Source: an optimization exercise on an open RTL-to-GDS flow (aim: small area). Production flows keep margins and buffers that such runs may drop.
Only simulation tests tie the RTL to the original design; equivalence was not proved.
Power figures rest on the tool's default switching activity, not on a simulated workload.

== old ==
## elevator_top
module elevator_top
(
input clk, reset, Dsensor, Emergency,
Dopen, Dclose,
F1, F2, F3, F4,
F1up, F2down, F2up,
F3down, F3up, F4down,
output [6:0] floordisp, 
output [6:0] statedisp, 
output emergencylight 
);
clock: 5.0 ns
lec_check: 0
cap_margin: 20
core_margin: 2
core_utilization: 30
place_density: 0.5
slew_margin: 20
standard.sh (not shown) runs the stock make flow with config.mk's settings and CLKGATE_MAP_FILE= SYNTH_SCRIPT=/design/flow/synth_recipe.tcl, a recipe that flattens the netlist after the stock synthesis.
==> flow/flow/run.sh <==
#!/bin/bash
# Layout flow: the standard synthesis, then the combinational logic between
# the standard synthesis's flip-flops is re-optimised for area with ABC
# (flip-flop instances, names and cell types are kept; four tries with
# different ABC seeds, the smallest is used), then the standard flow from
# floorplan to finish.
set -euo pipefail
RES=$PWD/orfs/results/$FLOW_PLATFORM/elevator_top/base
bash standard.sh $RES/1_2_yosys.v > standard_synth.log 2>&1
cp $RES/1_2_yosys.v $RES/1_2_yosys_std.v
LIB=$FLOW_HOME/platforms/$FLOW_PLATFORM/lib/sky130_fd_sc_hd__tt_025C_1v80.lib
for s in 1 2 3 4; do
  sed -e "s#@SEED@#$s#g" flow/area.abc > area_$s.abc
  sed -e "s#@LIB@#$LIB#g" -e "s#@IN@#$RES/1_2_yosys_std.v#g" -e "s#@OUT@#$PWD/resynth_$s.v#g" \
      -e "s#@ABC@#$PWD/area_$s.abc#g" -e "s#@STAT@#$PWD/resynth_$s.stat#g" flow/resynth.ys > resynth_$s.ys
  yosys -s resynth_$s.ys > resynth_$s.log 2>&1 &
done
wait
best=$(for s in 1 2 3 4; do echo "$(grep 'Chip area' resynth_$s.stat | awk '{print $NF}') $s"; done | sort -g | head -1 | awk '{print $2}')
echo "using resynth_$best" > resynth_choice.txt
cat resynth_*.stat | grep 'Chip area' >> resynth_choice.txt
cp resynth_$best.v $RES/1_2_yosys.v
bash standard.sh > standard_finish.log 2>&1
==> flow/flow/area.abc <==
strash
&get -n
&deepsyn -T 60 -S @SEED@
&put
dch -f
amap
topo
==> flow/flow/resynth.ys <==
# read the cells' functions, keep the flip-flops and tie cells as instances
read_liberty -ignore_miss_func @LIB@
read_verilog -defer @IN@
hierarchy -top elevator_top
blackbox sky130_fd_sc_hd__df* sky130_fd_sc_hd__conb_1
# hide the names of the combinational cells so that nets keep the netlist's names
rename -hide c:* t:sky130_fd_sc_hd__df* %d
flatten
opt -purge
abc -script @ABC@ -liberty @LIB@ -dont_use sky130_fd_sc_hd__probe_p_8 -dont_use sky130_fd_sc_hd__probec_p_8 -dont_use sky130_fd_sc_hd__lpflow_*
opt_clean -purge
hilomap -singleton -hicell sky130_fd_sc_hd__conb_1 HI -locell sky130_fd_sc_hd__conb_1 LO
insbuf -buf sky130_fd_sc_hd__buf_1 A X
splitnets
opt_clean -purge
select elevator_top
write_verilog -noattr -noexpr -nohex -nodec -selected @OUT@
select -clear
blackbox sky130_fd_sc_hd__*
tee -o @STAT@ stat -liberty @LIB@
Inputs modified between old and new:
- CTS_CLUSTER_SIZE newly set to 30
- CTS_BUF_LIST newly set to sky130_fd_sc_hd__clkbuf_4
- CTS_CLUSTER_DIAMETER newly set to 100
--- a/flow/flow/run.sh
+++ b/flow/flow/run.sh
@@ -23 +23 @@
-bash standard.sh > standard_finish.log 2>&1
+bash standard.sh BUFFER_PORTS_ARGS="-buffer_cell sky130_fd_sc_hd__buf_1" finish > standard_finish.log 2>&1
==> comparison <==
- The relative area change from synthesis to final layout of new falls short of that of old by 14 points.
- Run comparison: new highest-delay cell along the critical path sky130_fd_sc_hd__dfxtp_1; old highest-delay cell along the critical path sky130_fd_sc_hd__clkdlybuf4s50_1
- Relative to old, met2 routing resource usage after global routing decreased by 4.9 points in new.
- Against old, new comes in 110 um2 lower on placement-stage cell area.
- Changes observed in new relative to old: final critical-path setup slack saw an increase, post-layout instance count excluding filler cells saw an increase, effective utilization at floorplan saw an increase, die area saw an increase.

========
Setup of tundra:
The RTL this note starts from:
==> flow/design.v <==
module lights
(
input [1:0] floornum,    
input [1:0] state,
output reg [6:0] floorseg,
output reg [6:0] stateseg
);
always @(*) begin
   case(floornum)
	2'd0: floorseg = 7'b1001111; 
	2'd1: floorseg = 7'b0010010; 
	2'd2: floorseg = 7'b0000110; 
	default: floorseg = 7'b1001100; 
   endcase
end
always @(*) begin
   case(state)
	2'b01: stateseg = 7'b1000001; 
	2'b10: stateseg = 7'b1000010; 
	default: stateseg = 7'b1111111;
   endcase
end
endmodule
module elevatorController
(
input clk, reset, Dsensor, Emergency,
Dopen, Dclose,
F1, F2, F3, F4,
F1up, F2down, F2up,
F3down, F3up, F4down,
output [1:0] state,
output [1:0] dfloor
);
parameter IDLE = 2'b00, UP = 2'b01, DOWN = 2'b10;
parameter C0 = 3'b000, C2 = 3'b011, C3 = 3'b111, CL = 3'b010;
reg [1:0] d;
reg odd;
reg [1:0] es;
wire door = ~(~c[2] & c[1] & ~c[0]);    
reg [2:0] c;
reg [1:0] ns;
reg [1:0] nf;
wire done = c[2] & ~c[1];                                    
wire [2:0] c_step = {c[1], c[0] & ~(Dclose & c[2]), ~c[2]};  
wire [3:0] Fin   = {F4, F3, F2, F1};
wire [3:0] Hup   = {1'b0, F3up, F2up, F1up};
wire [3:0] Hdown = {F4down, F3down, F2down, 1'b0};
wire [3:0] hall = Hup | Hdown;
wire anyhall = |hall;
wire [3:0] above = 4'b1110 << d;
wire [3:0] below = (4'b0001 << d) - 4'd1;
wire [3:0] beyond = (ns == IDLE) ? 4'b1111 : (ns[0] ? above : below);
wire [3:0] R = ((ns == IDLE) & anyhall) ? hall : (Fin & beyond);
wire found = |R;
reg [1:0] j;
always @(*) begin
  case (d)
  2'd0: j = R[0] ? 2'd0 : R[1] ? 2'd1 : R[2] ? 2'd2 : 2'd3;
  2'd1: j = R[1] ? 2'd1 : R[2] ? 2'd2 : R[0] ? 2'd0 : 2'd3;
  2'd2: j = R[2] ? 2'd2 : R[1] ? 2'd1 : R[3] ? 2'd3 : 2'd0;
  default: j = R[3] ? 2'd3 : R[2] ? 2'd2 : R[1] ? 2'd1 : 2'd0;
  endcase
end
wire jup = j > d;
wire jdir_up = d[1] ? ~Hdown[j] : Hup[j];
wire [1:0] jdir = jdir_up ? UP : DOWN;
wire [3:0] Hns = ns[0] ? Hup : Hdown;
wire [1:0] n = ns[0] ? d + 2'd1 : d - 2'd1;
wire stay = (Fin[d] | Hns[d]) & ~(d[1] & ns[0] & ~es[0]);
always @(posedge clk) begin
  if (reset) begin
    d <= 0; odd <= 0; es <= IDLE; c <= CL; ns <= IDLE; nf <= 0;
  end else if (odd) begin
    odd <= 0;
    d <= es[0] ? d + 2'd1 : d - 2'd1;
    if (!Emergency) begin
      if (es[0]) begin
        case (d)
        2'd0:  
          if (nf == 2'd1) begin
            if (F3 | F4 | F3up | F4down | F3down) ns <= UP;
            else if (F2up | F2down) ns <= IDLE;
            else if (F1up | F1) ns <= DOWN;
            else ns <= IDLE;
          end else if (nf[1]) begin
            ns <= UP;
            if (F2 | F2up) nf <= 2'd1;
          end
        2'd1:  
          if (nf == 2'd2) begin
            if (F4 | F4down) ns <= UP;
            else if (F3up | F3down | F3) ns <= IDLE;
            else if (F2up | F2down | F2 | F1up | F1) ns <= DOWN;
            else ns <= IDLE;
          end else if (nf == 2'd3) begin
            ns <= UP;
            if (F3 | F3up) nf <= 2'd2;
          end
        default: ;
        endcase
      end else begin
        case (d)
        2'd2:  
          if (nf == 2'd1) begin
            if (F1 | F1up) ns <= DOWN;
            else if (F2 | F2down | F2up) ns <= IDLE;
            else if (F3up | F3 | F3down | F4down | F4) ns <= UP;
            else ns <= IDLE;
          end else if (nf == 2'd0) begin
            ns <= DOWN;
            if (F2 | F2up) nf <= 2'd1;
          end
        2'd3:  
          if (nf == 2'd2) begin
            if (F1 | F2 | F1up | F2down | F2up) ns <= DOWN;
            else if (F3down | F3up | F3) ns <= IDLE;
            else if (F4down | F4) ns <= UP;
            else ns <= IDLE;
          end else if (~nf[1]) begin
            ns <= DOWN;
            if (F3 | F3down) nf <= 2'd2;
          end
        default: ;
        endcase
      end
    end
  end else if (Emergency) begin
    ns <= IDLE; c <= C0; es <= IDLE;
  end else if (es == IDLE) begin
    if (door) begin
      if (done) begin if (~Dsensor) c <= CL; end
      else c <= c_step;
    end else if (ns == IDLE) begin
      if (anyhall & (j == d)) begin c <= C0; ns <= jdir; end
      else if (anyhall) begin odd <= 1; es <= jup ? UP : DOWN; ns <= jdir; nf <= j; end
      else if (Dopen | Fin[d]) c <= C0;
      else if (found) begin
        odd <= 1; es <= jup ? UP : DOWN; nf <= j;
        ns <= (d == 2'd1 || d == 2'd2) ? (jup ? UP : DOWN) : IDLE;
      end
    end else begin
      if (Dopen | Fin[d] | (ns[0] ? Hup[d] : Hdown[d])) c <= C2;
      else if (found) begin odd <= 1; es <= ns; nf <= j; end
      else ns <= IDLE;
    end
  end else if (d == 2'd0 || d == 2'd3) begin
    es <= IDLE; ns <= IDLE; c <= C0;
  end else if (~door) begin
    if (nf == d) c <= C0;
    else odd <= 1;
  end else if (~done) begin
    c <= c_step;
  end else if (~Dsensor) begin
    if (ns == IDLE) begin
      es <= IDLE; c <= CL;
    end else if (stay) begin
      c <= C3;
    end else begin
      odd <= 1; es <= ns; c <= CL;
      nf <= (Fin[n] | Hns[n] | (d == 2'd1 & ~es[0])) ? n : {2{ns[0]}};
    end
  end
end
assign state = es;
assign dfloor = d;
endmodule
module elevator_top
(
input clk, reset, Dsensor, Emergency,
Dopen, Dclose,
F1, F2, F3, F4,
F1up, F2down, F2up,
F3down, F3up, F4down,
output [6:0] floordisp, 
output [6:0] statedisp, 
output emergencylight 
);
wire [1:0] dfloor;   
wire [1:0] state;
elevatorController eC1(
clk, reset, Dsensor, Emergency, Dopen, Dclose,
F1, F2, F3, F4, F1up, F2down, F2up, F3down, F3up, F4down,
state, dfloor);
lights lut1(dfloor, state, floordisp, statedisp);
assign emergencylight = Emergency;
endmodule
clock: 5.0 ns
lec_check: 0
cap_margin: 20
core_margin: 2
core_utilization: 30
cts_buf_list: sky130_fd_sc_hd__clkbuf_4
cts_cluster_diameter: 100
cts_cluster_size: 30
place_density: 0.5
slew_margin: 20
==> flow/flow/run.sh <==
#!/bin/bash
# Layout flow: the standard synthesis, then the combinational logic between
# the standard synthesis's flip-flops is re-optimised for area with ABC
# (flip-flop instances, names and cell types are kept; eight tries with
# different ABC seeds, the smallest is used), then the standard flow from
# floorplan to finish.
set -euo pipefail
RES=$PWD/orfs/results/$FLOW_PLATFORM/elevator_top/base
bash standard.sh $RES/1_2_yosys.v > standard_synth.log 2>&1
cp $RES/1_2_yosys.v $RES/1_2_yosys_std.v
LIB=$FLOW_HOME/platforms/$FLOW_PLATFORM/lib/sky130_fd_sc_hd__tt_025C_1v80.lib
for s in 1 2 3 4 5 6 7 8; do
  sed -e "s#@SEED@#$s#g" flow/area.abc > area_$s.abc
  sed -e "s#@LIB@#$LIB#g" -e "s#@IN@#$RES/1_2_yosys_std.v#g" -e "s#@OUT@#$PWD/resynth_$s.v#g" \
      -e "s#@ABC@#$PWD/area_$s.abc#g" -e "s#@STAT@#$PWD/resynth_$s.stat#g" flow/resynth.ys > resynth_$s.ys
done
for s in 1 2 3 4 5 6 7 8; do
  (yosys -s resynth_$s.ys > resynth_$s.log 2>&1 || true) &
  if [ $s = 4 ]; then wait; fi
done
wait
# candidates: finished tries whose netlist holds only library cells
best=$(for s in 1 2 3 4 5 6 7 8; do
  a=$(grep -s 'Chip area' resynth_$s.stat | awk '{print $NF}')
  if [ -n "$a" ] && [ -s resynth_$s.v ] && ! grep -qE '^\s*\\\$' resynth_$s.v; then echo "$a $s"; fi
done | sort -g | head -1 | awk '{print $2}')
if [ -z "$best" ]; then
  echo "no usable resynthesis, keeping the standard netlist" > resynth_choice.txt
  cp $RES/1_2_yosys_std.v resynth_std.v
  best=std
else
  echo "using resynth_$best" > resynth_choice.txt
fi
cat resynth_*.stat | grep 'Chip area' >> resynth_choice.txt || true
cp resynth_$best.v $RES/1_2_yosys.v
# ports are buffered with the smallest buffer
bash standard.sh BUFFER_PORTS_ARGS="-buffer_cell sky130_fd_sc_hd__buf_1" CTS_ARGS="-buf_list sky130_fd_sc_hd__clkbuf_4 -root_buf sky130_fd_sc_hd__clkbuf_4 -repair_clock_nets" finish > standard_finish.log 2>&1
Scripts as last shown in full above: flow/flow/area.abc
Other scripts of this flow, unchanged in this note and not shown: flow/flow/resynth.ys
tundra | stages: all done | timing, DRC, antenna: all pass
Input-level comparison between lagoon and tundra:
diff --git a/flow/flow/run.sh b/flow/flow/run.sh
--- a/flow/flow/run.sh
+++ b/flow/flow/run.sh
@@ -4 +4 @@
-# (flip-flop instances, names and cell types are kept; eight tries with
+# (flip-flop instances, names and cell types are kept; sixteen tries with
@@ -12 +12 @@
-for s in 1 2 3 4 5 6 7 8; do
+for s in $(seq 1 16); do
@@ -17 +17 @@
-for s in 1 2 3 4 5 6 7 8; do
+for s in $(seq 1 16); do
@@ -19 +19 @@
-  if [ $s = 4 ]; then wait; fi
+  if [ $s = 8 ]; then wait; fi
@@ -23 +23 @@
-best=$(for s in 1 2 3 4 5 6 7 8; do
+best=$(for s in $(seq 1 16); do
@@ -37 +37 @@
-bash standard.sh BUFFER_PORTS_ARGS="-buffer_cell sky130_fd_sc_hd__buf_1" CTS_ARGS="-buf_list sky130_fd_sc_hd__clkbuf_4 -root_buf sky130_fd_sc_hd__clkbuf_4 -repair_clock_nets" finish > standard_finish.log 2>&1
+bash standard.sh BUFFER_PORTS_ARGS="-buffer_cell sky130_fd_sc_hd__buf_1" finish > standard_finish.log 2>&1
==> flow/flow/area.abc <==
strash
&get -n
&deepsyn -T 240 -S @SEED@
&put
dch -f
amap
topo
Results
- In lagoon, the fraction of area in multi-input gates came out 1.6 points above the value in tundra.
- Compared with tundra, lagoon shows a design area that is 3.2% lower.
- Delta (lagoon minus tundra): final cell utilization of the core down 0.87 points, initial antenna violation count ~0 delta, relative contribution of combinational cells to total power went down, first-pass GRT wire length decreased 1.8%, total routed wirelength shows a reduction of about 5%.
Input changes introduced in fjord (baseline for comparison: lagoon):
diff --git a/flow/flow/run.sh b/flow/flow/run.sh
--- a/flow/flow/run.sh
+++ b/flow/flow/run.sh
@@ -4 +4 @@
-# (flip-flop instances, names and cell types are kept; sixteen tries with
+# (flip-flop instances, names and cell types are kept; eight tries with
@@ -12 +12 @@
-for s in $(seq 1 16); do
+for s in 1 2 3 4 5 6 7 8; do
@@ -17 +17 @@
-for s in $(seq 1 16); do
+for s in 1 2 3 4 5 6 7 8; do
@@ -19 +19 @@
-  if [ $s = 8 ]; then wait; fi
+  if [ $s = 4 ]; then wait; fi
@@ -23 +23 @@
-best=$(for s in $(seq 1 16); do
+best=$(for s in 1 2 3 4 5 6 7 8; do
@@ -37 +37 @@
-bash standard.sh BUFFER_PORTS_ARGS="-buffer_cell sky130_fd_sc_hd__buf_1" finish > standard_finish.log 2>&1
+bash standard.sh BUFFER_PORTS_ARGS="-buffer_cell sky130_fd_sc_hd__buf_1" CTS_ARGS="-sink_clustering_enable -sink_clustering_size 50 -sink_clustering_max_diameter 500 -sink_clustering_levels 1 -buf_list sky130_fd_sc_hd__clkbuf_4 -root_buf sky130_fd_sc_hd__clkbuf_4 -repair_clock_nets" finish > standard_finish.log 2>&1
==> flow/flow/area.abc <==
strash
&get -n
&deepsyn -T 60 -S @SEED@
&put
dch -f
amap
topo
--- outcome ---
Every run in the comparison, lagoon and fjord, completed the flow with a clean layout.
The lower pre-CTS worst setup slack of lagoon and fjord is in lagoon.
Cmp lagoon and fjord / setup slack / higher: fjord
Of lagoon and fjord, fjord shows the lower part of the total power dissipated in sequential elements, with lagoon above it.
## Diff of input files: indigo against fjord
diff --git a/flow/flow/run.sh b/flow/flow/run.sh
--- a/flow/flow/run.sh
+++ b/flow/flow/run.sh
@@ -4 +4 @@
-# (flip-flop instances, names and cell types are kept; eight tries with
+# (flip-flop instances, names and cell types are kept; sixteen tries with
@@ -12 +12 @@
-for s in 1 2 3 4 5 6 7 8; do
+for s in $(seq 1 16); do
@@ -17 +17 @@
-for s in 1 2 3 4 5 6 7 8; do
+for s in $(seq 1 16); do
@@ -19 +19 @@
-  if [ $s = 4 ]; then wait; fi
+  if [ $s = 8 ]; then wait; fi
@@ -23 +23 @@
-best=$(for s in 1 2 3 4 5 6 7 8; do
+best=$(for s in $(seq 1 16); do
@@ -37 +37 @@
-bash standard.sh BUFFER_PORTS_ARGS="-buffer_cell sky130_fd_sc_hd__buf_1" CTS_ARGS="-sink_clustering_enable -sink_clustering_size 50 -sink_clustering_max_diameter 500 -sink_clustering_levels 1 -buf_list sky130_fd_sc_hd__clkbuf_4 -root_buf sky130_fd_sc_hd__clkbuf_4 -repair_clock_nets" finish > standard_finish.log 2>&1
+bash standard.sh BUFFER_PORTS_ARGS="-buffer_cell sky130_fd_sc_hd__buf_1" finish > standard_finish.log 2>&1
==> flow/flow/area.abc <==
strash
&get -n
&deepsyn -T 90 -S @SEED@
&put
dch -f
amap
topo
==> notes.md <==
In the reports for fjord and indigo, the larger fmax belongs to indigo. indigo vs. fjord: cell count after synthesis now sits lower; number of clock-tree buffers in the layout barely changed; worst hold slack moved down; die width lost 0.37%. Summary of indigo over fjord: wire length went up by 140 microns, largest net degree at the start of global routing went down by 2. fjord has a higher growth of design area from synthesis to finish than indigo. Looking at number of cells on the critical path across fjord and indigo, the one that comes out lower is fjord. On time the final worst path needs with I/O delays and setup: indigo sits below fjord. fjord reports its critical path's slowest cell as sky130_fd_sc_hd__a2111oi_0 while indigo reports sky130_fd_sc_hd__nor3_1. Portion of the layout cell area used by clock cells of indigo is on par with fjord.

## separate check: timing with driven ports
No port has a modelled driver above. Below, the same layouts with a new extraction and two added sets of constraints. Step 1 sets driving cells, clkbuf_16 on the clock port and buf_2 on the other inputs (assumed; they add their load-dependent delay and slew). Step 2 moves the port delays by t, midway between the first and last clock arrival at a register: inputs arrive t later, outputs are due t later. That takes back most of the time a late clock gives input paths. Slacks: ideal ports / drivers / drivers and shift; pairs: ideal ports / drivers.
run	t, ns	setup WS [ns]	worst register clock-pin slew, ns
old	0.276	1.184 / 1.178 / 0.902	0.07 / 0.07
new	0.297	1.430 / 1.430 / 1.193	0.08 / 0.08
tundra	0.291	0.991 / 0.991 / 0.857	0.07 / 0.07
lagoon	0.302	0.976 / 0.979 / 0.677	0.08 / 0.08
fjord	0.291	0.991 / 0.991 / 0.857	0.07 / 0.07
indigo	0.290	1.270 / 1.264 / 0.974	0.08 / 0.08
After both steps setup and hold are still met in every run listed. For lagoon, which loses most, drivers alone change the setup slack by +0.003 ns; drivers and shift together by -0.299 ns.
